Background: an optimization exercise with open tools, aiming at small area. Do not read the settings as production practice.
For this run, only the layout was checked, not whether the RTL still works.

**run.sh**
```bash
#!/bin/bash
# synth_recipe.tcl (not shown) runs the flow's synth.tcl, then flattens the netlist and writes it again
# the make line also repeats each setting of config.mk as NAME=value (left out here)
make -C /OpenROAD-flow-scripts/flow DESIGN_CONFIG=/design/flow/config.mk WORK_HOME=/design/flow/orfs CLKGATE_MAP_FILE= SYNTH_SCRIPT=/design/flow/synth_recipe.tcl finish
```
**config.mk**
```make
export PLATFORM = sky130hd
export DESIGN_NAME = pulse_oximeter
export DESIGN_NICKNAME = pulse_oximeter
export VERILOG_FILES = /design/flow/design.v
export SDC_FILE = /design/flow/constraint.sdc
export NUM_CORES = 4
export LEC_CHECK = 0
export CAP_MARGIN = 20
export CORE_MARGIN = 2
export CORE_UTILIZATION = 40
export SLEW_MARGIN = 20
export SYNTH_HIERARCHICAL = 1
```
**constraint.sdc**
```tcl
create_clock -name core_clock -period 15.0 [get_ports {CLK}]
set_input_delay 3.0000 -clock core_clock [delete_from_list [all_inputs] [get_ports {CLK}]]
set_output_delay 3.0000 -clock core_clock [all_outputs]
set_load 0.01 [all_outputs]
```
**design.v**
```verilog
module FIR_MAC (
    input  [7:0] x0, x1, x2, x3, x4, x5, x6, x7, x8, x9, x10, x11, x12, x13, x14, x15, x16, x17, x18, x19, x20, x21,
    output [18:0] sum
);
    wire s1 = x1[0] ^ x20[0];
    wire c2 = x1[0] & x20[0];
    wire s3, c4;
    FIR_FA u5 (.a(x1[1]), .b(x20[1]), .c(c2), .s(s3), .co(c4));
    wire s6, c7;
    FIR_FA u8 (.a(x1[2]), .b(x20[2]), .c(c4), .s(s6), .co(c7));
    wire s9, c10;
    FIR_FA u11 (.a(x1[3]), .b(x20[3]), .c(c7), .s(s9), .co(c10));
    wire s12, c13;
    FIR_FA u14 (.a(x1[4]), .b(x20[4]), .c(c10), .s(s12), .co(c13));
    wire s15, c16;
    FIR_FA u17 (.a(x1[5]), .b(x20[5]), .c(c13), .s(s15), .co(c16));
    wire s18, c19;
    FIR_FA u20 (.a(x1[6]), .b(x20[6]), .c(c16), .s(s18), .co(c19));
    wire s21, c22;
    FIR_FA u23 (.a(x1[7]), .b(x20[7]), .c(c19), .s(s21), .co(c22));
    wire s24 = x3[0] ^ x18[0];
    wire c25 = x3[0] & x18[0];
    wire s26, c27;
    FIR_FA u28 (.a(x3[1]), .b(x18[1]), .c(c25), .s(s26), .co(c27));
    wire s29, c30;
    FIR_FA u31 (.a(x3[2]), .b(x18[2]), .c(c27), .s(s29), .co(c30));
    wire s32, c33;
    FIR_FA u34 (.a(x3[3]), .b(x18[3]), .c(c30), .s(s32), .co(c33));
    wire s35, c36;
    FIR_FA u37 (.a(x3[4]), .b(x18[4]), .c(c33), .s(s35), .co(c36));
    wire s38, c39;
    FIR_FA u40 (.a(x3[5]), .b(x18[5]), .c(c36), .s(s38), .co(c39));
    wire s41, c42;
    FIR_FA u43 (.a(x3[6]), .b(x18[6]), .c(c39), .s(s41), .co(c42));
    wire s44, c45;
    FIR_FA u46 (.a(x3[7]), .b(x18[7]), .c(c42), .s(s44), .co(c45));
    wire s47 = x4[0] ^ x17[0];
    wire c48 = x4[0] & x17[0];
    wire s49, c50;
    FIR_FA u51 (.a(x4[1]), .b(x17[1]), .c(c48), .s(s49), .co(c50));
    wire s52, c53;
    FIR_FA u54 (.a(x4[2]), .b(x17[2]), .c(c50), .s(s52), .co(c53));
    wire s55, c56;
    FIR_FA u57 (.a(x4[3]), .b(x17[3]), .c(c53), .s(s55), .co(c56));
    wire s58, c59;
    FIR_FA u60 (.a(x4[4]), .b(x17[4]), .c(c56), .s(s58), .co(c59));
    wire s61, c62;
    FIR_FA u63 (.a(x4[5]), .b(x17[5]), .c(c59), .s(s61), .co(c62));
    wire s64, c65;
    FIR_FA u66 (.a(x4[6]), .b(x17[6]), .c(c62), .s(s64), .co(c65));
    wire s67, c68;
    FIR_FA u69 (.a(x4[7]), .b(x17[7]), .c(c65), .s(s67), .co(c68));
    wire s70 = x5[0] ^ x16[0];
    wire c71 = x5[0] & x16[0];
    wire s72, c73;
    FIR_FA u74 (.a(x5[1]), .b(x16[1]), .c(c71), .s(s72), .co(c73));
    wire s75, c76;
    FIR_FA u77 (.a(x5[2]), .b(x16[2]), .c(c73), .s(s75), .co(c76));
    wire s78, c79;
    FIR_FA u80 (.a(x5[3]), .b(x16[3]), .c(c76), .s(s78), .co(c79));
    wire s81, c82;
    FIR_FA u83 (.a(x5[4]), .b(x16[4]), .c(c79), .s(s81), .co(c82));
    wire s84, c85;
    FIR_FA u86 (.a(x5[5]), .b(x16[5]), .c(c82), .s(s84), .co(c85));
    wire s87, c88;
    FIR_FA u89 (.a(x5[6]), .b(x16[6]), .c(c85), .s(s87), .co(c88));
    wire s90, c91;
    FIR_FA u92 (.a(x5[7]), .b(x16[7]), .c(c88), .s(s90), .co(c91));
    wire s93 = x6[0] ^ x15[0];
    wire c94 = x6[0] & x15[0];
    wire s95, c96;
    FIR_FA u97 (.a(x6[1]), .b(x15[1]), .c(c94), .s(s95), .co(c96));
    wire s98, c99;
    FIR_FA u100 (.a(x6[2]), .b(x15[2]), .c(c96), .s(s98), .co(c99));
    wire s101, c102;
    FIR_FA u103 (.a(x6[3]), .b(x15[3]), .c(c99), .s(s101), .co(c102));
    wire s104, c105;
    FIR_FA u106 (.a(x6[4]), .b(x15[4]), .c(c102), .s(s104), .co(c105));
    wire s107, c108;
    FIR_FA u109 (.a(x6[5]), .b(x15[5]), .c(c105), .s(s107), .co(c108));
    wire s110, c111;
    FIR_FA u112 (.a(x6[6]), .b(x15[6]), .c(c108), .s(s110), .co(c111));
    wire s113, c114;
    FIR_FA u115 (.a(x6[7]), .b(x15[7]), .c(c111), .s(s113), .co(c114));
    wire s116 = x7[0] ^ x14[0];
    wire c117 = x7[0] & x14[0];
    wire s118, c119;
    FIR_FA u120 (.a(x7[1]), .b(x14[1]), .c(c117), .s(s118), .co(c119));
    wire s121, c122;
    FIR_FA u123 (.a(x7[2]), .b(x14[2]), .c(c119), .s(s121), .co(c122));
    wire s124, c125;
    FIR_FA u126 (.a(x7[3]), .b(x14[3]), .c(c122), .s(s124), .co(c125));
    wire s127, c128;
    FIR_FA u129 (.a(x7[4]), .b(x14[4]), .c(c125), .s(s127), .co(c128));
    wire s130, c131;
    FIR_FA u132 (.a(x7[5]), .b(x14[5]), .c(c128), .s(s130), .co(c131));
    wire s133, c134;
    FIR_FA u135 (.a(x7[6]), .b(x14[6]), .c(c131), .s(s133), .co(c134));
    wire s136, c137;
    FIR_FA u138 (.a(x7[7]), .b(x14[7]), .c(c134), .s(s136), .co(c137));
    wire s139 = x8[0] ^ x13[0];
    wire c140 = x8[0] & x13[0];
    wire s141, c142;
    FIR_FA u143 (.a(x8[1]), .b(x13[1]), .c(c140), .s(s141), .co(c142));
    wire s144, c145;
    FIR_FA u146 (.a(x8[2]), .b(x13[2]), .c(c142), .s(s144), .co(c145));
    wire s147, c148;
    FIR_FA u149 (.a(x8[3]), .b(x13[3]), .c(c145), .s(s147), .co(c148));
    wire s150, c151;
    FIR_FA u152 (.a(x8[4]), .b(x13[4]), .c(c148), .s(s150), .co(c151));
    wire s153, c154;
    FIR_FA u155 (.a(x8[5]), .b(x13[5]), .c(c151), .s(s153), .co(c154));
    wire s156, c157;
    FIR_FA u158 (.a(x8[6]), .b(x13[6]), .c(c154), .s(s156), .co(c157));
    wire s159, c160;
    FIR_FA u161 (.a(x8[7]), .b(x13[7]), .c(c157), .s(s159), .co(c160));
    wire s162 = x9[0] ^ x12[0];
    wire c163 = x9[0] & x12[0];
    wire s164, c165;
    FIR_FA u166 (.a(x9[1]), .b(x12[1]), .c(c163), .s(s164), .co(c165));
    wire s167, c168;
    FIR_FA u169 (.a(x9[2]), .b(x12[2]), .c(c165), .s(s167), .co(c168));
    wire s170, c171;
    FIR_FA u172 (.a(x9[3]), .b(x12[3]), .c(c168), .s(s170), .co(c171));
    wire s173, c174;
    FIR_FA u175 (.a(x9[4]), .b(x12[4]), .c(c171), .s(s173), .co(c174));
    wire s176, c177;
    FIR_FA u178 (.a(x9[5]), .b(x12[5]), .c(c174), .s(s176), .co(c177));
    wire s179, c180;
    FIR_FA u181 (.a(x9[6]), .b(x12[6]), .c(c177), .s(s179), .co(c180));
    wire s182, c183;
    FIR_FA u184 (.a(x9[7]), .b(x12[7]), .c(c180), .s(s182), .co(c183));
    wire s185 = ~(s47 ^ ~s116);
    wire c186 = s47 | ~s116;
    wire s187, c188;
    FIR_FA u189 (.a(s139), .b(s162), .c(~s185), .s(s187), .co(c188));
    wire s190, c191;
    FIR_FA u192 (.a(x0[0]), .b(x21[0]), .c(s1), .s(s190), .co(c191));
    wire s193, c194;
    FIR_FA u195 (.a(s47), .b(~s93), .c(c186), .s(s193), .co(c194));
    wire s196, c197;
    FIR_FA u198 (.a(s118), .b(s141), .c(s164), .s(s196), .co(c197));
    wire s199, c200;
    FIR_FA u201 (.a(s49), .b(s190), .c(s193), .s(s199), .co(c200));
    wire s202, c203;
    FIR_FA u204 (.a(c188), .b(s196), .c(~s199), .s(s202), .co(c203));
    wire s205 = ~(x0[1] ^ x21[1]);
    wire c206 = x0[1] | x21[1];
    wire s207, c208;
    FIR_FA u209 (.a(s24), .b(s70), .c(~s205), .s(s207), .co(c208));
    wire s210, c211;
    FIR_FA u212 (.a(s3), .b(s49), .c(c191), .s(s210), .co(c211));
    wire s213, c214;
    FIR_FA u215 (.a(s95), .b(s207), .c(c197), .s(s213), .co(c214));
    wire s216, c217;
    FIR_FA u218 (.a(c194), .b(s52), .c(~s121), .s(s216), .co(c217));
    wire s219, c220;
    FIR_FA u221 (.a(s144), .b(s167), .c(~s210), .s(s219), .co(c220));
    wire s222, c223;
    FIR_FA u224 (.a(c200), .b(~s213), .c(s216), .s(s222), .co(c223));
    wire s225, c226;
    FIR_FA u227 (.a(s219), .b(c203), .c(~s222), .s(s225), .co(c226));
    wire s228, c229;
    FIR_FA u230 (.a(x0[2]), .b(x21[2]), .c(c206), .s(s228), .co(c229));
    wire s231, c232;
    FIR_FA u233 (.a(s1), .b(s47), .c(~s162), .s(s231), .co(c232));
    wire s234, c235;
    FIR_FA u236 (.a(s26), .b(s72), .c(c208), .s(s234), .co(c235));
    wire s237, c238;
    FIR_FA u239 (.a(s228), .b(s231), .c(c211), .s(s237), .co(c238));
    wire s240, c241;
    FIR_FA u242 (.a(s6), .b(s52), .c(~s98), .s(s240), .co(c241));
    wire s243, c244;
    FIR_FA u245 (.a(s234), .b(c214), .c(s124), .s(s243), .co(c244));
    wire s246, c247;
    FIR_FA u248 (.a(~s55), .b(s147), .c(s170), .s(s246), .co(c247));
    wire s249, c250;
    FIR_FA u251 (.a(c217), .b(s237), .c(s240), .s(s249), .co(c250));
    wire s252, c253;
    FIR_FA u254 (.a(c220), .b(s243), .c(s246), .s(s252), .co(c253));
    wire s255, c256;
    FIR_FA u257 (.a(c223), .b(s249), .c(~s252), .s(s255), .co(c256));
    wire s258 = ~c226 ^ s255;
    wire c259 = ~c226 & s255;
    wire s260, c261;
    FIR_FA u262 (.a(x0[3]), .b(x21[3]), .c(x2[0]), .s(s260), .co(c261));
    wire s263, c264;
    FIR_FA u265 (.a(x19[0]), .b(s93), .c(~s139), .s(s263), .co(c264));
    wire s266, c267;
    FIR_FA u268 (.a(s260), .b(c229), .c(s3), .s(s266), .co(c267));
    wire s269, c270;
    FIR_FA u271 (.a(s49), .b(c232), .c(s263), .s(s269), .co(c270));
    wire s272, c273;
    FIR_FA u274 (.a(s164), .b(s29), .c(s75), .s(s272), .co(c273));
    wire s275, c276;
    FIR_FA u277 (.a(~c235), .b(s266), .c(s269), .s(s275), .co(c276));
    wire s278, c279;
    FIR_FA u280 (.a(c238), .b(s9), .c(s55), .s(s278), .co(c279));
    wire s281, c282;
    FIR_FA u283 (.a(s101), .b(~c241), .c(s272), .s(s281), .co(c282));
    wire s284, c285;
    FIR_FA u286 (.a(s275), .b(s58), .c(~s127), .s(s284), .co(c285));
    wire s287, c288;
    FIR_FA u289 (.a(s150), .b(s173), .c(c244), .s(s287), .co(c288));
    wire s290, c291;
    FIR_FA u292 (.a(~c247), .b(s278), .c(c250), .s(s290), .co(c291));
    wire s293, c294;
    FIR_FA u295 (.a(s281), .b(s287), .c(c253), .s(s293), .co(c294));
    wire s296, c297;
    FIR_FA u298 (.a(s284), .b(s290), .c(c256), .s(s296), .co(c297));
    wire s299, c300;
    FIR_FA u301 (.a(~s293), .b(c259), .c(s296), .s(s299), .co(c300));
    wire s302 = ~(x0[4] ^ x21[4]);
    wire c303 = x0[4] | x21[4];
    wire s304, c305;
    FIR_FA u306 (.a(x2[1]), .b(x19[1]), .c(s24), .s(s304), .co(c305));
    wire s307, c308;
    FIR_FA u309 (.a(s47), .b(s116), .c(s302), .s(s307), .co(c308));
    wire s310, c311;
    FIR_FA u312 (.a(c261), .b(s95), .c(s304), .s(s310), .co(c311));
    wire s313, c314;
    FIR_FA u315 (.a(~s141), .b(s307), .c(c264), .s(s313), .co(c314));
    wire s316, c317;
    FIR_FA u318 (.a(c267), .b(s6), .c(s52), .s(s316), .co(c317));
    wire s319, c320;
    FIR_FA u321 (.a(c270), .b(s310), .c(s313), .s(s319), .co(c320));
    wire s322, c323;
    FIR_FA u324 (.a(s167), .b(s32), .c(s78), .s(s322), .co(c323));
    wire s325, c326;
    FIR_FA u327 (.a(s316), .b(c276), .c(s319), .s(s325), .co(c326));
    wire s328, c329;
    FIR_FA u330 (.a(~c273), .b(s12), .c(s58), .s(s328), .co(c329));
    wire s331, c332;
    FIR_FA u333 (.a(s104), .b(s322), .c(c282), .s(s331), .co(c332));
    wire s334, c335;
    FIR_FA u336 (.a(c279), .b(s325), .c(s61), .s(s334), .co(c335));
    wire s337, c338;
    FIR_FA u339 (.a(s130), .b(s153), .c(s176), .s(s337), .co(c338));
    wire s340, c341;
    FIR_FA u342 (.a(c285), .b(s328), .c(c291), .s(s340), .co(c341));
    wire s343, c344;
    FIR_FA u345 (.a(c288), .b(s331), .c(s337), .s(s343), .co(c344));
    wire s346, c347;
    FIR_FA u348 (.a(s334), .b(~c294), .c(s340), .s(s346), .co(c347));
    wire s349, c350;
    FIR_FA u351 (.a(~s343), .b(c297), .c(s346), .s(s349), .co(c350));
    wire s352 = c300 ^ s349;
    wire c353 = c300 & s349;
    wire s354, c355;
    FIR_FA u356 (.a(x0[5]), .b(x21[5]), .c(x2[2]), .s(s354), .co(c355));
    wire s357, c358;
    FIR_FA u359 (.a(x19[2]), .b(c303), .c(s70), .s(s357), .co(c358));
    wire s360, c361;
    FIR_FA u362 (.a(s93), .b(s116), .c(s354), .s(s360), .co(c361));
    wire s363, c364;
    FIR_FA u365 (.a(s26), .b(s49), .c(s118), .s(s363), .co(c364));
    wire s366, c367;
    FIR_FA u368 (.a(c305), .b(c308), .c(s357), .s(s366), .co(c367));
    wire s369, c370;
    FIR_FA u371 (.a(s360), .b(s98), .c(c311), .s(s369), .co(c370));
    wire s372, c373;
    FIR_FA u374 (.a(s363), .b(s366), .c(c314), .s(s372), .co(c373));
    wire s375, c376;
    FIR_FA u377 (.a(~s144), .b(s9), .c(s55), .s(s375), .co(c376));
    wire s378, c379;
    FIR_FA u380 (.a(c317), .b(s369), .c(c320), .s(s378), .co(c379));
    wire s381, c382;
    FIR_FA u383 (.a(s170), .b(s35), .c(s81), .s(s381), .co(c382));
    wire s384, c385;
    FIR_FA u386 (.a(s372), .b(s375), .c(c326), .s(s384), .co(c385));
    wire s387, c388;
    FIR_FA u389 (.a(s378), .b(s15), .c(s61), .s(s387), .co(c388));
    wire s390, c391;
    FIR_FA u392 (.a(c323), .b(s107), .c(s381), .s(s390), .co(c391));
    wire s393, c394;
    FIR_FA u395 (.a(c329), .b(s384), .c(s64), .s(s393), .co(c394));
    wire s396, c397;
    FIR_FA u398 (.a(c332), .b(s133), .c(s156), .s(s396), .co(c397));
    wire s399, c400;
    FIR_FA u401 (.a(s179), .b(~c335), .c(c338), .s(s399), .co(c400));
    wire s402, c403;
    FIR_FA u404 (.a(s387), .b(~s390), .c(c341), .s(s402), .co(c403));
    wire s405, c406;
    FIR_FA u407 (.a(s396), .b(c344), .c(s399), .s(s405), .co(c406));
    wire s408, c409;
    FIR_FA u410 (.a(s393), .b(c347), .c(s402), .s(s408), .co(c409));
    wire s411, c412;
    FIR_FA u413 (.a(~s405), .b(s408), .c(c350), .s(s411), .co(c412));
    wire s414 = c353 ^ s411;
    wire c415 = c353 & s411;
    wire s416, c417;
    FIR_FA u418 (.a(x0[6]), .b(x21[6]), .c(x2[3]), .s(s416), .co(c417));
    wire s419, c420;
    FIR_FA u421 (.a(x19[3]), .b(x10[0]), .c(x11[0]), .s(s419), .co(c420));
    wire s422, c423;
    FIR_FA u424 (.a(s139), .b(s162), .c(c355), .s(s422), .co(c423));
    wire s425, c426;
    FIR_FA u427 (.a(s416), .b(s419), .c(s72), .s(s425), .co(c426));
    wire s428, c429;
    FIR_FA u430 (.a(s95), .b(s118), .c(c358), .s(s428), .co(c429));
    wire s431, c432;
    FIR_FA u433 (.a(s422), .b(c361), .c(c364), .s(s431), .co(c432));
    wire s434, c435;
    FIR_FA u436 (.a(s29), .b(s52), .c(s121), .s(s434), .co(c435));
    wire s437, c438;
    FIR_FA u439 (.a(c367), .b(s425), .c(s428), .s(s437), .co(c438));
    wire s440, c441;
    FIR_FA u442 (.a(s101), .b(c370), .c(s431), .s(s440), .co(c441));
    wire s443, c444;
    FIR_FA u445 (.a(s434), .b(c373), .c(s437), .s(s443), .co(c444));
    wire s446, c447;
    FIR_FA u448 (.a(~s147), .b(s12), .c(s58), .s(s446), .co(c447));
    wire s449, c450;
    FIR_FA u451 (.a(c376), .b(s440), .c(c379), .s(s449), .co(c450));
    wire s452, c453;
    FIR_FA u454 (.a(s173), .b(s38), .c(s84), .s(s452), .co(c453));
    wire s455, c456;
    FIR_FA u457 (.a(s443), .b(s446), .c(c385), .s(s455), .co(c456));
    wire s458, c459;
    FIR_FA u460 (.a(s449), .b(s18), .c(s64), .s(s458), .co(c459));
    wire s461, c462;
    FIR_FA u463 (.a(c382), .b(s110), .c(c391), .s(s461), .co(c462));
    wire s464, c465;
    FIR_FA u466 (.a(c388), .b(s455), .c(s67), .s(s464), .co(c465));
    wire s467, c468;
    FIR_FA u469 (.a(s452), .b(s136), .c(s159), .s(s467), .co(c468));
    wire s470, c471;
    FIR_FA u472 (.a(s182), .b(c397), .c(c400), .s(s470), .co(c471));
    wire s473, c474;
    FIR_FA u475 (.a(c394), .b(s458), .c(c403), .s(s473), .co(c474));
    wire s476, c477;
    FIR_FA u478 (.a(s461), .b(s467), .c(c406), .s(s476), .co(c477));
    wire s479, c480;
    FIR_FA u481 (.a(s464), .b(c409), .c(s473), .s(s479), .co(c480));
    wire s482, c483;
    FIR_FA u484 (.a(s470), .b(s476), .c(~s479), .s(s482), .co(c483));
    wire s485, c486;
    FIR_FA u487 (.a(c412), .b(c415), .c(~s482), .s(s485), .co(c486));
    wire s488, c489;
    FIR_FA u490 (.a(x0[7]), .b(x21[7]), .c(x2[4]), .s(s488), .co(c489));
    wire s491, c492;
    FIR_FA u493 (.a(x19[4]), .b(x10[1]), .c(x11[1]), .s(s491), .co(c492));
    wire s494, c495;
    FIR_FA u496 (.a(c417), .b(c420), .c(s488), .s(s494), .co(c495));
    wire s497, c498;
    FIR_FA u499 (.a(s491), .b(s141), .c(s164), .s(s497), .co(c498));
    wire s500, c501;
    FIR_FA u502 (.a(c423), .b(s494), .c(c426), .s(s500), .co(c501));
    wire s503, c504;
    FIR_FA u505 (.a(c429), .b(s75), .c(s98), .s(s503), .co(c504));
    wire s506, c507;
    FIR_FA u508 (.a(s121), .b(s497), .c(c432), .s(s506), .co(c507));
    wire s509, c510;
    FIR_FA u511 (.a(s32), .b(s55), .c(s124), .s(s509), .co(c510));
    wire s512, c513;
    FIR_FA u514 (.a(c435), .b(c438), .c(s500), .s(s512), .co(c513));
    wire s515, c516;
    FIR_FA u517 (.a(s503), .b(s104), .c(c441), .s(s515), .co(c516));
    wire s518, c519;
    FIR_FA u520 (.a(s506), .b(s509), .c(c444), .s(s518), .co(c519));
    wire s521, c522;
    FIR_FA u523 (.a(s512), .b(s15), .c(s61), .s(s521), .co(c522));
    wire s524, c525;
    FIR_FA u526 (.a(s150), .b(s176), .c(~c447), .s(s524), .co(c525));
    wire s527, c528;
    FIR_FA u529 (.a(s515), .b(c450), .c(s518), .s(s527), .co(c528));
    wire s530, c531;
    FIR_FA u532 (.a(s41), .b(s87), .c(c453), .s(s530), .co(c531));
    wire s533, c534;
    FIR_FA u535 (.a(s521), .b(c456), .c(s527), .s(s533), .co(c534));
    wire s536, c537;
    FIR_FA u538 (.a(s524), .b(c137), .c(c160), .s(s536), .co(c537));
    wire s539, c540;
    FIR_FA u541 (.a(c68), .b(s21), .c(s67), .s(s539), .co(c540));
    wire s542, c543;
    FIR_FA u544 (.a(c183), .b(s113), .c(s530), .s(s542), .co(c543));
    wire s545, c546;
    FIR_FA u547 (.a(c459), .b(~c462), .c(s533), .s(s545), .co(c546));
    wire s548, c549;
    FIR_FA u550 (.a(s536), .b(c468), .c(c471), .s(s548), .co(c549));
    wire s551, c552;
    FIR_FA u553 (.a(c465), .b(s539), .c(c474), .s(s551), .co(c552));
    wire s554, c555;
    FIR_FA u556 (.a(s542), .b(c477), .c(s548), .s(s554), .co(c555));
    wire s557, c558;
    FIR_FA u559 (.a(s545), .b(c480), .c(s551), .s(s557), .co(c558));
    wire s560, c561;
    FIR_FA u562 (.a(s554), .b(~s557), .c(c483), .s(s560), .co(c561));
    wire s563 = c486 ^ ~s560;
    wire c564 = c486 & ~s560;
    wire s565 = ~(x2[5] ^ x19[5]);
    wire c566 = x2[5] | x19[5];
    wire s567, c568;
    FIR_FA u569 (.a(x10[2]), .b(x11[2]), .c(s565), .s(s567), .co(c568));
    wire s570, c571;
    FIR_FA u572 (.a(c489), .b(c492), .c(s567), .s(s570), .co(c571));
    wire s573, c574;
    FIR_FA u575 (.a(c495), .b(c498), .c(s144), .s(s573), .co(c574));
    wire s576, c577;
    FIR_FA u578 (.a(s167), .b(s570), .c(c501), .s(s576), .co(c577));
    wire s579, c580;
    FIR_FA u581 (.a(s78), .b(s101), .c(s124), .s(s579), .co(c580));
    wire s582, c583;
    FIR_FA u584 (.a(c504), .b(s573), .c(c507), .s(s582), .co(c583));
    wire s585, c586;
    FIR_FA u587 (.a(s35), .b(s58), .c(s127), .s(s585), .co(c586));
    wire s588, c589;
    FIR_FA u590 (.a(c510), .b(c513), .c(s576), .s(s588), .co(c589));
    wire s591, c592;
    FIR_FA u593 (.a(s579), .b(s107), .c(c516), .s(s591), .co(c592));
    wire s594, c595;
    FIR_FA u596 (.a(s582), .b(s585), .c(c519), .s(s594), .co(c595));
    wire s597, c598;
    FIR_FA u599 (.a(s588), .b(s18), .c(s64), .s(s597), .co(c598));
    wire s600, c601;
    FIR_FA u602 (.a(s153), .b(s179), .c(c525), .s(s600), .co(c601));
    wire s603, c604;
    FIR_FA u605 (.a(c522), .b(s591), .c(c528), .s(s603), .co(c604));
    wire s606, c607;
    FIR_FA u608 (.a(s594), .b(c22), .c(c68), .s(s606), .co(c607));
    wire s609, c610;
    FIR_FA u611 (.a(c114), .b(s44), .c(s90), .s(s609), .co(c610));
    wire s612, c613;
    FIR_FA u614 (.a(c531), .b(~s597), .c(s600), .s(s612), .co(c613));
    wire s615, c616;
    FIR_FA u617 (.a(s603), .b(c534), .c(s606), .s(s615), .co(c616));
    wire s618, c619;
    FIR_FA u620 (.a(c537), .b(c543), .c(s609), .s(s618), .co(c619));
    wire s621, c622;
    FIR_FA u623 (.a(c540), .b(c546), .c(s615), .s(s621), .co(c622));
    wire s624, c625;
    FIR_FA u626 (.a(s612), .b(c549), .c(s618), .s(s624), .co(c625));
    wire s627, c628;
    FIR_FA u629 (.a(c552), .b(s621), .c(~c555), .s(s627), .co(c628));
    wire s630, c631;
    FIR_FA u632 (.a(~s624), .b(c558), .c(s627), .s(s630), .co(c631));
    wire s633, c634;
    FIR_FA u635 (.a(~c561), .b(c564), .c(s630), .s(s633), .co(c634));
    wire s636 = ~(x2[6] ^ x19[6]);
    wire c637 = x2[6] | x19[6];
    wire s638, c639;
    FIR_FA u640 (.a(x10[3]), .b(x11[3]), .c(c566), .s(s638), .co(c639));
    wire s641, c642;
    FIR_FA u643 (.a(s636), .b(c568), .c(s638), .s(s641), .co(c642));
    wire s644, c645;
    FIR_FA u646 (.a(c571), .b(s641), .c(s147), .s(s644), .co(c645));
    wire s647, c648;
    FIR_FA u649 (.a(s170), .b(c574), .c(c577), .s(s647), .co(c648));
    wire s650, c651;
    FIR_FA u652 (.a(s81), .b(s104), .c(s127), .s(s650), .co(c651));
    wire s653, c654;
    FIR_FA u655 (.a(c580), .b(s644), .c(c583), .s(s653), .co(c654));
    wire s656, c657;
    FIR_FA u658 (.a(s38), .b(s61), .c(s130), .s(s656), .co(c657));
    wire s659, c660;
    FIR_FA u661 (.a(c586), .b(c589), .c(s647), .s(s659), .co(c660));
    wire s662, c663;
    FIR_FA u664 (.a(s650), .b(s110), .c(c592), .s(s662), .co(c663));
    wire s665, c666;
    FIR_FA u667 (.a(s653), .b(s656), .c(c595), .s(s665), .co(c666));
    wire s668, c669;
    FIR_FA u670 (.a(s156), .b(c45), .c(c91), .s(s668), .co(c669));
    wire s671, c672;
    FIR_FA u673 (.a(s659), .b(s21), .c(s67), .s(s671), .co(c672));
    wire s674, c675;
    FIR_FA u676 (.a(s182), .b(~c598), .c(c601), .s(s674), .co(c675));
    wire s677, c678;
    FIR_FA u679 (.a(s662), .b(c604), .c(s665), .s(s677), .co(c678));
    wire s680, c681;
    FIR_FA u682 (.a(~c607), .b(s668), .c(c610), .s(s680), .co(c681));
    wire s683, c684;
    FIR_FA u685 (.a(~s671), .b(c613), .c(s674), .s(s683), .co(c684));
    wire s686, c687;
    FIR_FA u688 (.a(s677), .b(c616), .c(~c619), .s(s686), .co(c687));
    wire s689, c690;
    FIR_FA u691 (.a(s680), .b(s683), .c(c625), .s(s689), .co(c690));
    wire s692, c693;
    FIR_FA u694 (.a(c622), .b(s686), .c(c628), .s(s692), .co(c693));
    wire s695, c696;
    FIR_FA u697 (.a(~s689), .b(s692), .c(c631), .s(s695), .co(c696));
    wire s698 = c634 ^ s695;
    wire c699 = c634 & s695;
    wire s700, c701;
    FIR_FA u702 (.a(x2[7]), .b(x19[7]), .c(x10[4]), .s(s700), .co(c701));
    wire s703, c704;
    FIR_FA u705 (.a(x11[4]), .b(c637), .c(s700), .s(s703), .co(c704));
    wire s706, c707;
    FIR_FA u708 (.a(c639), .b(s703), .c(c642), .s(s706), .co(c707));
    wire s709, c710;
    FIR_FA u711 (.a(s706), .b(s150), .c(s173), .s(s709), .co(c710));
    wire s712, c713;
    FIR_FA u714 (.a(c645), .b(c648), .c(s84), .s(s712), .co(c713));
    wire s715, c716;
    FIR_FA u717 (.a(s107), .b(s130), .c(c651), .s(s715), .co(c716));
    wire s718, c719;
    FIR_FA u720 (.a(s709), .b(c654), .c(s41), .s(s718), .co(c719));
    wire s721, c722;
    FIR_FA u723 (.a(s64), .b(s133), .c(c657), .s(s721), .co(c722));
    wire s724, c725;
    FIR_FA u726 (.a(c660), .b(s712), .c(s715), .s(s724), .co(c725));
    wire s727, c728;
    FIR_FA u729 (.a(c22), .b(c68), .c(s113), .s(s727), .co(c728));
    wire s730, c731;
    FIR_FA u732 (.a(c183), .b(s159), .c(~c663), .s(s730), .co(c731));
    wire s733, c734;
    FIR_FA u735 (.a(s718), .b(s721), .c(c666), .s(s733), .co(c734));
    wire s736, c737;
    FIR_FA u738 (.a(s724), .b(c672), .c(s727), .s(s736), .co(c737));
    wire s739, c740;
    FIR_FA u741 (.a(c669), .b(c675), .c(s730), .s(s739), .co(c740));
    wire s742, c743;
    FIR_FA u744 (.a(c678), .b(s733), .c(s736), .s(s742), .co(c743));
    wire s745, c746;
    FIR_FA u747 (.a(c681), .b(s739), .c(c684), .s(s745), .co(c746));
    wire s748, c749;
    FIR_FA u750 (.a(c687), .b(s742), .c(~s745), .s(s748), .co(c749));
    wire s751, c752;
    FIR_FA u753 (.a(~c690), .b(s748), .c(c693), .s(s751), .co(c752));
    wire s754, c755;
    FIR_FA u756 (.a(s751), .b(c696), .c(c699), .s(s754), .co(c755));
    wire s757 = ~(x10[5] ^ x11[5]);
    wire c758 = x10[5] | x11[5];
    wire s759, c760;
    FIR_FA u761 (.a(s757), .b(c701), .c(c704), .s(s759), .co(c760));
    wire s762, c763;
    FIR_FA u764 (.a(s759), .b(c707), .c(s153), .s(s762), .co(c763));
    wire s765, c766;
    FIR_FA u767 (.a(s176), .b(c710), .c(s87), .s(s765), .co(c766));
    wire s768, c769;
    FIR_FA u770 (.a(s110), .b(s133), .c(c713), .s(s768), .co(c769));
    wire s771, c772;
    FIR_FA u773 (.a(c716), .b(s762), .c(c114), .s(s771), .co(c772));
    wire s774, c775;
    FIR_FA u776 (.a(s44), .b(s67), .c(s136), .s(s774), .co(c775));
    wire s777, c778;
    FIR_FA u779 (.a(c719), .b(c722), .c(s765), .s(s777), .co(c778));
    wire s780, c781;
    FIR_FA u782 (.a(~c160), .b(s768), .c(c725), .s(s780), .co(c781));
    wire s783, c784;
    FIR_FA u785 (.a(s771), .b(c728), .c(s774), .s(s783), .co(c784));
    wire s786, c787;
    FIR_FA u788 (.a(s777), .b(c734), .c(s780), .s(s786), .co(c787));
    wire s789, c790;
    FIR_FA u791 (.a(~c731), .b(c737), .c(s783), .s(s789), .co(c790));
    wire s792, c793;
    FIR_FA u794 (.a(s786), .b(c743), .c(s789), .s(s792), .co(c793));
    wire s795, c796;
    FIR_FA u797 (.a(c740), .b(c746), .c(~s792), .s(s795), .co(c796));
    wire s798, c799;
    FIR_FA u800 (.a(c749), .b(~s795), .c(c752), .s(s798), .co(c799));
    wire s801 = c755 ^ s798;
    wire c802 = c755 & s798;
    wire s803 = ~(x10[6] ^ x11[6]);
    wire c804 = x10[6] | x11[6];
    wire s805, c806;
    FIR_FA u807 (.a(c758), .b(s803), .c(c760), .s(s805), .co(c806));
    wire s808, c809;
    FIR_FA u810 (.a(s805), .b(s156), .c(s179), .s(s808), .co(c809));
    wire s811, c812;
    FIR_FA u813 (.a(c763), .b(c45), .c(c68), .s(s811), .co(c812));
    wire s814, c815;
    FIR_FA u816 (.a(c137), .b(s90), .c(s113), .s(s814), .co(c815));
    wire s817, c818;
    FIR_FA u819 (.a(s136), .b(c766), .c(c769), .s(s817), .co(c818));
    wire s820, c821;
    FIR_FA u822 (.a(s808), .b(c772), .c(s811), .s(s820), .co(c821));
    wire s823, c824;
    FIR_FA u825 (.a(c775), .b(c778), .c(s814), .s(s823), .co(c824));
    wire s826, c827;
    FIR_FA u828 (.a(s817), .b(c781), .c(s820), .s(s826), .co(c827));
    wire s829, c830;
    FIR_FA u831 (.a(c784), .b(s823), .c(c787), .s(s829), .co(c830));
    wire s832, c833;
    FIR_FA u834 (.a(s826), .b(c790), .c(s829), .s(s832), .co(c833));
    wire s835, c836;
    FIR_FA u837 (.a(c793), .b(s832), .c(~c796), .s(s835), .co(c836));
    wire s838, c839;
    FIR_FA u840 (.a(s835), .b(c799), .c(c802), .s(s838), .co(c839));
    wire s841, c842;
    FIR_FA u843 (.a(x10[7]), .b(x11[7]), .c(c804), .s(s841), .co(c842));
    wire s844, c845;
    FIR_FA u846 (.a(s841), .b(c806), .c(c91), .s(s844), .co(c845));
    wire s847, c848;
    FIR_FA u849 (.a(c114), .b(c137), .c(s159), .s(s847), .co(c848));
    wire s850, c851;
    FIR_FA u852 (.a(s182), .b(c809), .c(c812), .s(s850), .co(c851));
    wire s853, c854;
    FIR_FA u855 (.a(s844), .b(c815), .c(c818), .s(s853), .co(c854));
    wire s856, c857;
    FIR_FA u858 (.a(s847), .b(c821), .c(s850), .s(s856), .co(c857));
    wire s859, c860;
    FIR_FA u861 (.a(c824), .b(s853), .c(c827), .s(s859), .co(c860));
    wire s862, c863;
    FIR_FA u864 (.a(s856), .b(c830), .c(s859), .s(s862), .co(c863));
    wire s865, c866;
    FIR_FA u867 (.a(c833), .b(s862), .c(c836), .s(s865), .co(c866));
    wire s868 = c839 ^ s865;
    wire c869 = c839 & s865;
    wire s870 = ~(c842 ^ c160);
    wire c871 = c842 | c160;
    wire s872, c873;
    FIR_FA u874 (.a(c183), .b(s870), .c(c845), .s(s872), .co(c873));
    wire s875, c876;
    FIR_FA u877 (.a(c848), .b(c851), .c(s872), .s(s875), .co(c876));
    wire s878, c879;
    FIR_FA u880 (.a(c854), .b(c857), .c(s875), .s(s878), .co(c879));
    wire s881, c882;
    FIR_FA u883 (.a(c860), .b(s878), .c(c863), .s(s881), .co(c882));
    wire s884, c885;
    FIR_FA u886 (.a(s881), .b(c866), .c(c869), .s(s884), .co(c885));
    wire s887 = ~(c871 ^ c873);
    wire c888 = c871 | c873;
    wire s889, c890;
    FIR_FA u891 (.a(s887), .b(c876), .c(c879), .s(s889), .co(c890));
    wire s892, c893;
    FIR_FA u894 (.a(s889), .b(c882), .c(c885), .s(s892), .co(c893));
    wire s895 = ~(c888 ^ c890);
    wire c896 = c888 | c890;
    wire s897 = c893 ^ s895;
    wire c898 = c893 & s895;
    wire s899 = ~(c896 ^ c898);
    wire c900 = c896 | c898;
    assign sum = {s899, s897, s892, s884, s868, s838, s801, s754, s698, s633, s563, s485, s414, s352, s299, s258, ~s225, ~s202, ~s187};
endmodule
module FIR_FA (input a, input b, input c, output s, output co);
    assign s  = a ^ b ^ c;
    assign co = (a & b) | (c & (a ^ b));
endmodule
module pulse_oximeter (
    input             CLK,
    input             rst_n,
    input             Find_Setting,
    input      [7:0]  V_ADC,
    output reg [6:0]  DC_Comp,
    output reg [3:0]  PGA_Gain,
    output reg        LED_IR,
    output reg        LED_RED,
    output reg [19:0] Out_IR,
    output reg [19:0] Out_RED
);
    wire       clk = CLK;
    wire [7:0] Vppg = V_ADC;
    reg        clk_filter;
    wire       en = !clk_filter;
    localparam S1 = 4'd0, S9 = 4'd1, S2 = 4'd2, S3 = 4'd3, S4 = 4'd4, S5 = 4'd5,
               S11 = 4'd6, S6 = 4'd7, S7 = 4'd8, S8 = 4'd9, S10 = 4'd10;
    reg [3:0] State;
    reg [8:0] cnt;
    reg       l;
    reg [6:0] Oth_DC;
    reg [3:0] Oth_Gain;
    wire clip_red = (Vppg < 8'd4)  | (Vppg > 8'd250);
    wire clip_ir  = (Vppg < 8'd21) | (Vppg > 8'd250);
    wire low      = Vppg < 8'd150;
    wire       run  = (State == S8) | (State == S10);
    wire       half = (State == S10);
    wire [2:0] q    = cnt[2:0];
    wire       c4   = (cnt[2:0] == 3'd4);
    wire cap_red = rst_n & l & (((State == S7) & clip_ir) | ((State == S10) & c4));
    wire cap_ir  = rst_n & l & (State == S8) & c4;
    always @(posedge clk) begin
        if (!rst_n) clk_filter <= 1'b0;
        else        clk_filter <= !clk_filter;
    end
    always @(posedge clk) begin
        if (!rst_n) begin
            State    <= S1;
            LED_RED  <= 1'b0;
            LED_IR   <= 1'b0;
            l        <= 1'b0;
            cnt      <= 9'd0;
            DC_Comp  <= 7'd0;
            PGA_Gain <= 4'd0;
        end else begin
            if (Find_Setting) l <= 1'b1;
            if (l) begin
                case (State)
                S1: begin
                    PGA_Gain <= 4'd0;
                    LED_RED  <= 1'b1;
                    LED_IR   <= 1'b0;
                    if (cnt[1:0] == 2'd2) State <= S9;
                    else cnt <= cnt + 9'd1;
                end
                S9: begin
                    DC_Comp <= DC_Comp + 7'd1;
                    if (low) State <= S2;
                end
                S2: begin
                    PGA_Gain <= PGA_Gain + 4'd1;
                    cnt      <= 9'd0;
                    State    <= S3;
                end
                S3: begin
                    if (clip_red) begin
                        State    <= S4;
                        Oth_DC   <= DC_Comp;
                        Oth_Gain <= PGA_Gain;
                    end else if (cnt == 9'd475) State <= S2;
                    else cnt <= cnt + 9'd1;
                end
                S4: begin
                    LED_RED <= 1'b0;
                    LED_IR  <= 1'b1;
                    DC_Comp <= 7'd0;
                    cnt     <= 9'd0;
                    State   <= S5;
                end
                S5: begin
                    PGA_Gain <= 4'd0;
                    if (cnt[1:0] == 2'd2) State <= S11;
                    else cnt <= cnt + 9'd1;
                end
                S11: begin
                    DC_Comp <= DC_Comp + 7'd1;
                    if (low) State <= S6;
                end
                S6: begin
                    PGA_Gain <= PGA_Gain + 4'd1;
                    cnt      <= 9'd0;
                    State    <= S7;
                end
                S7: begin
                    if (clip_ir) begin
                        LED_IR   <= 1'b0;
                        LED_RED  <= 1'b1;
                        DC_Comp  <= Oth_DC;
                        PGA_Gain <= Oth_Gain;
                        Oth_DC   <= DC_Comp;
                        Oth_Gain <= PGA_Gain;
                        cnt      <= 9'd0;
                        State    <= S8;
                    end else if (cnt == 9'd475) State <= S6;
                    else cnt <= cnt + 9'd1;
                end
                default: begin  
                    if (c4) begin
                        LED_RED  <= !LED_RED;
                        LED_IR   <= !LED_IR;
                        DC_Comp  <= Oth_DC;
                        PGA_Gain <= Oth_Gain;
                        Oth_DC   <= DC_Comp;
                        Oth_Gain <= PGA_Gain;
                        cnt      <= 9'd0;
                        State    <= (State == S8) ? S10 : S8;
                    end else cnt <= cnt + 9'd1;
                end
                endcase
            end
        end
    end
    reg [7:0] R0, R1, R2, R3, R4, R5;
    reg [7:0] I0, I1, I2, I3, I4, I5;
    wire shift_red = cap_red | !run;
    wire shift_ir  = cap_ir  | !run;
    always @(posedge clk) begin
        if (shift_red) begin
            R0 <= cap_red ? Vppg : 8'd0;
            R1 <= R0; R2 <= R1; R3 <= R2; R4 <= R3; R5 <= R4;
        end
    end
    always @(posedge clk) begin
        if (shift_ir) begin
            I0 <= cap_ir ? Vppg : 8'd0;
            I1 <= I0; I2 <= I1; I3 <= I2; I4 <= I3; I5 <= I4;
        end
    end
    wire ch_red = run & ~(q[0] ^ half);
    wire ch_ir  = run &  (q[0] ^ half);
    wire [7:0] v0 = ({8{ch_red}} & R0) | ({8{ch_ir}} & I0);
    wire [7:0] v1 = ({8{ch_red}} & R1) | ({8{ch_ir}} & I1);
    wire [7:0] v2 = ({8{ch_red}} & R2) | ({8{ch_ir}} & I2);
    wire [7:0] v3 = ({8{ch_red}} & R3) | ({8{ch_ir}} & I3);
    wire [7:0] v4 = ({8{ch_red}} & R4) | ({8{ch_ir}} & I4);
    wire [7:0] v5 = ({8{ch_red}} & R5) | ({8{ch_ir}} & I5);
    wire sel1 = (q == 3'd0);
    wire sel2 = ~q[0] & ~q[2];
    wire sel3 = ~q[0];
    wire sel4 = ~(q[0] & q[1]);
    wire [7:0] x0  = v0;
    wire [7:0] x1  = sel1 ? v1 : v0;
    wire [7:0] x2  = sel2 ? v1 : v0;
    wire [7:0] x3  = sel3 ? v1 : v0;
    wire [7:0] x4  = sel4 ? v1 : v0;
    wire [7:0] x5  = v1;
    wire [7:0] x6  = sel1 ? v2 : v1;
    wire [7:0] x7  = sel2 ? v2 : v1;
    wire [7:0] x8  = sel3 ? v2 : v1;
    wire [7:0] x9  = sel4 ? v2 : v1;
    wire [7:0] x10 = v2;
    wire [7:0] x11 = sel1 ? v3 : v2;
    wire [7:0] x12 = sel2 ? v3 : v2;
    wire [7:0] x13 = sel3 ? v3 : v2;
    wire [7:0] x14 = sel4 ? v3 : v2;
    wire [7:0] x15 = v3;
    wire [7:0] x16 = sel1 ? v4 : v3;
    wire [7:0] x17 = sel2 ? v4 : v3;
    wire [7:0] x18 = sel3 ? v4 : v3;
    wire [7:0] x19 = sel4 ? v4 : v3;
    wire [7:0] x20 = v4;
    wire [7:0] x21 = sel1 ? v5 : v4;
    wire [18:0] mac;
    FIR_MAC u_mac (
        .x0(x0), .x1(x1), .x2(x2), .x3(x3), .x4(x4), .x5(x5), .x6(x6), .x7(x7),
        .x8(x8), .x9(x9), .x10(x10), .x11(x11), .x12(x12), .x13(x13), .x14(x14),
        .x15(x15), .x16(x16), .x17(x17), .x18(x18), .x19(x19), .x20(x20), .x21(x21),
        .sum(mac)
    );
    reg [18:0] A;
    always @(posedge clk) A <= mac;
    always @(posedge clk) begin
        if (!rst_n) begin
            Out_IR  <= 0;
            Out_RED <= 0;
        end else if (en) begin
            Out_RED <= (ch_red | !run) ? mac : A;
            Out_IR  <= ch_red ? A : mac;
        end
    end
endmodule
```
==> metrics.md <==
| Metric | Value |
|---|---|
| Outcome | `no timing/DRC/antenna violations` |
| Number of cells on the worst reg-to-reg path | `34` |
| Final-layout setup total negative slack | `0 ns` |
| Arr. time, crit path | `12.30 ns` |
| Nature of the critical path endpoint | `flip-flop` |
| Sequential fraction of the synthesis area | `30.0%` |
| Number of clock sinks | `192` |
| GRT Residual Overflow | `0` |
| Top Ports | `64` |
| Worst hold path class | `reg -> reg` |
| Antenna Diode Count | `0` |
| Count of hold-fix buffers inserted at cts | `0` |
| Worst clock skew on the final layout | `0.0248 ns` |
| Worst Setup Slack post-DPL | `3.05 ns` |
| Core outline area | `40600 sq um` |
| Delay-heaviest family, CP | `adder cells` |
| Most frequent standard cell in the layout excluding fill and tap cells | `fa_1` |
| Global-route wire length before repair | `61000 microns` |
| Instance area after placement | `17200 sq um` |
| Longest individual stage delay on the worst path | `0.91 ns` |
| Routed len/inst | `19.5 microns` |
| Layout Cell Area excl Fill | `17800 sq um` |
| Overall track demand over capacity in global routing | `19.1%` |
| Slowest cell on the critical path | `dfxtp_1` |
| Final Hold Violating Endpoints | `0` |
| Height of the die | `207 microns` |
| Buffers inserted during post-CTS setup optimization | `0` |
| Number of endpoints failing setup at the final stage | `0` |
| Total wirelength of the detailed-routed design | `38000 microns` |
| Final critical delay including setup and external delays | `11.94 ns` |
| Largest net degree at the start of global routing | `77` |
| Number of storage elements in the synthesis netlist | `192` |
| Fraction of post-synthesis cell area in the top cell type by area | `34.4%` |
| Full die area | `42700 sq um` |
| Share of flip-flops with an asynchronous set or reset | `0%` |
| Cell taking the most area after synthesis | `fa_1` |
| TritonCTS clock tree | `yes` |
| Number of gates resized after CTS | `0` |
| TritonRoute pass-1 iters | `5` |
| Critical path class | `reg -> reg` |
| Synth cell types | `71` |
| Most numerous cell on the critical path | `fa_1` |
| Worst reg2reg endpoint | `Out_RED[18]$_SDFFE_PN0N_` |
| Number of flops mapped to enable cells by yosys | `107` |
| TritonCTS buffer count | `17` |
| H-Tree Depth | `4` |
| Final setup margin | `3.06 ns` |
| Syn avg cell area | `11.6 sq um` |
| Maximum clock frequency | `0.0837 GHz` |
| Buffer depth of the longest clock path | `2` |
| Placed Instances | `1916` |
| Area grow syn2layout | `8.69%` |
| Post-Route Utilization | `43.9%` |
| Count of non-filler cells in the finished layout | `1948` |
| 1st-iter DRT viols | `814` |
| Launching element of the worst setup path | `State[1]$_SDFFE_PN0P_` |
| Number of design rule violations left after detail routing | `0` |
| Detailed-route via count | `10100` |
| Final net count | `1727` |
| Worst-skew pair later-pin latency | `0.48 ns` |
| Layout cells sized above 1 | `10.7%` |
| Filler cells | `3769` |
| Max-cap violations | `0` |
| Top flip-flop cell by instance count after synthesis | `edfxtp_1` |
| Syn Std Cell Area | `16400 sq um` |
| Residual antenna-violating net count after detailed routing | `0` |
| Slew headroom | `39.2%` |
| Transition time of the tightest slew-check pin | `0.912 ns` |
| Highest-count cells in the layout ignoring fill and taps | `282 x fa_1, 210 x nor2_1, 107 x edfxtp_1, 90 x inv_1, 84 x dfxtp_1` |
| Capture point of the critical path | `Out_RED[18]$_SDFFE_PN0N_` |
| Fin crit share | `79.6%` |
| Initial Util | `40.4%` |
| Total stage count of the critical path | `34` |
| Startpoint types | `flip-flop` |
| Count of standard-cell rows | `74` |
| Buffering stage count on the worst path with inverters included | `3` |
| Top cells by area, synth | `fa_1 34%, edfxtp_1 20%, dfxtp_1 10%, mux2_2 5.1%, nor2_1 4.8%` |
| Via count of the first global-routing pass | `10700` |
| Count of mapped cells out of synthesis | `1415` |
| Reg-to-reg slack, setup | `3.06 ns` |
| Cell at the root of the clock tree | `clkbuf_16` |
| Routability cong. | `0.865` |
| Die outline width | `207 microns` |
| Worst r2r src | `State[1]$_SDFFE_PN0P_` |
| Smallest hold slack | `0.399 ns` |
| CP required | `15.36 ns` |
| Number of vias per cell after detailed routing | `5.20` |
| RSZ-0062 raised after global routing | `no` |
| Max-slew violation total from the final report | `0` |
| Initial antenna violation count | `0` |
| Sum of net half-perimeters after detailed placement | `29000 microns` |
| Clock-pin slew reported for the worst setup and hold paths after clock tree synthesis | `0.08 ns` |
| Max Fanout on Critical Path | `67` |
| Count of synthesis-stage warnings from yosys | `7` |
| Port bufs | `61` |
kinds of logic after synthesis:
family / count (synthesis) / synth area share, %
AND/OR/NAND/NOR: 411 / 11.7
adder cells (fa/ha/maj): 313 / 36.8
buffers and inverters: 199 / 5.68
flip-flops: 192 / 30.0
AO/OA/AOI/OAI: 176 / 7.87
multiplexers: 114 / 7.52
XOR/XNOR: 9 / 0.480
other: 1 / 0.0229
synth_stat cells, types with 4 or more instances:
master,number
nor2_1,211
o31ai_1,8
a211oi_1,4
xor2_1,6
nand3_1,21
dfxtp_1,85
ha_1,31
a221oi_1,8
nor3_1,11
a21oi_1,19
fa_1,282
nand2b_1,9
clkbuf_1,32
a22o_1,43
mux2_2,74
and3_1,8
o211ai_1,4
buf_2,40
nor2b_1,6
buf_4,24
nand4_1,4
buf_1,5
edfxtp_1,107
buf_6,6
mux2i_1,40
o21ai_0,6
and2_1,57
inv_1,90
nand2_1,61
o21ai_1,53
modules after synthesis (local to each module, per instance):
module / cells inside / flops+latches
FIR_FA: 1 / 0
FIR_MAC: 126 / 0
pulse_oximeter: 1007 / 192
flip-flops by register name, summed over array words and instances, names as in the netlist, 4 cells and up:
name and cells:
R2 8, I0 8, State 4, DC_Comp 7
cnt 9, R5 8, I2 8, R0 8
Oth_Gain 4, I1 8, R1 8, R3 8
I3 8, PGA_Gain 4, Out_RED 19, I5 8
A 19, R4 8, I4 8, Oth_DC 7
Out_IR 19
how the worst min path moves through the flow:
stage	start	to	slack [ns]	cells after the start
after floorplan	I0[4]$_SDFFCE_PN0P_	I1[4]$_DFFE_PP_	0.43	0
after global placement	clk_filter$_SDFF_PN0_	clk_filter$_SDFF_PN0_	0.38	1
after detailed placement	clk_filter$_SDFF_PN0_	clk_filter$_SDFF_PN0_	0.39	1
after CTS	clk_filter$_SDFF_PN0_	clk_filter$_SDFF_PN0_	0.40	1
after global routing	clk_filter$_SDFF_PN0_	clk_filter$_SDFF_PN0_	0.42	1
final	clk_filter$_SDFF_PN0_	clk_filter$_SDFF_PN0_	0.40	1
final cells by class:
type | instances | area, sq um | share of cell area (%)
Timing Repair Buffer | 75 | 711 | 3.99
Multi-Input combinational cell | 1025 | 10600 | 59.4
Clock inverter | 13 | 135 | 0.758
Tap cell | 532 | 666 | 3.73
Clock buffer | 19 | 475 | 2.67
Sequential cell | 192 | 4920 | 27.6
Inverter | 92 | 345 | 1.94
per-layer routing:
metal	global-route usage, %	routed length [microns]	vias to the layer above
li1	-	-	4683
met1	27.3	18200	5184
met2	28.7	17000	224
met3	4.43	2040	43
met4	5.97	728	0
met5	0	0	-

[what the ideal ports hide]
The flow's constraints put no driver on any port. The routed layout listed below was extracted and timed again, unchanged, in two steps.
Step 1: set_driving_cell puts a clkbuf_16 on CLK and a buf_2 on each other input, an assumption about the parent block.
Step 2 also shifts input and output timing later by t, the mid clock arrival at the registers, as if the neighbouring blocks saw the same clock.
Slacks: no drivers / after step 1 / after step 2; pairs: no drivers / after step 1.
t, ns: 0.527
setup WS [ns]: 3.057 / 3.057 / 3.057
worst setup path at the end: register to register
slew at the worst register clock pin (ns): 0.09 / 0.09
After both steps setup and hold are still met in this run. The setup slack of this run moves by 0.000 ns with the drivers and by 0.000 ns with both steps.
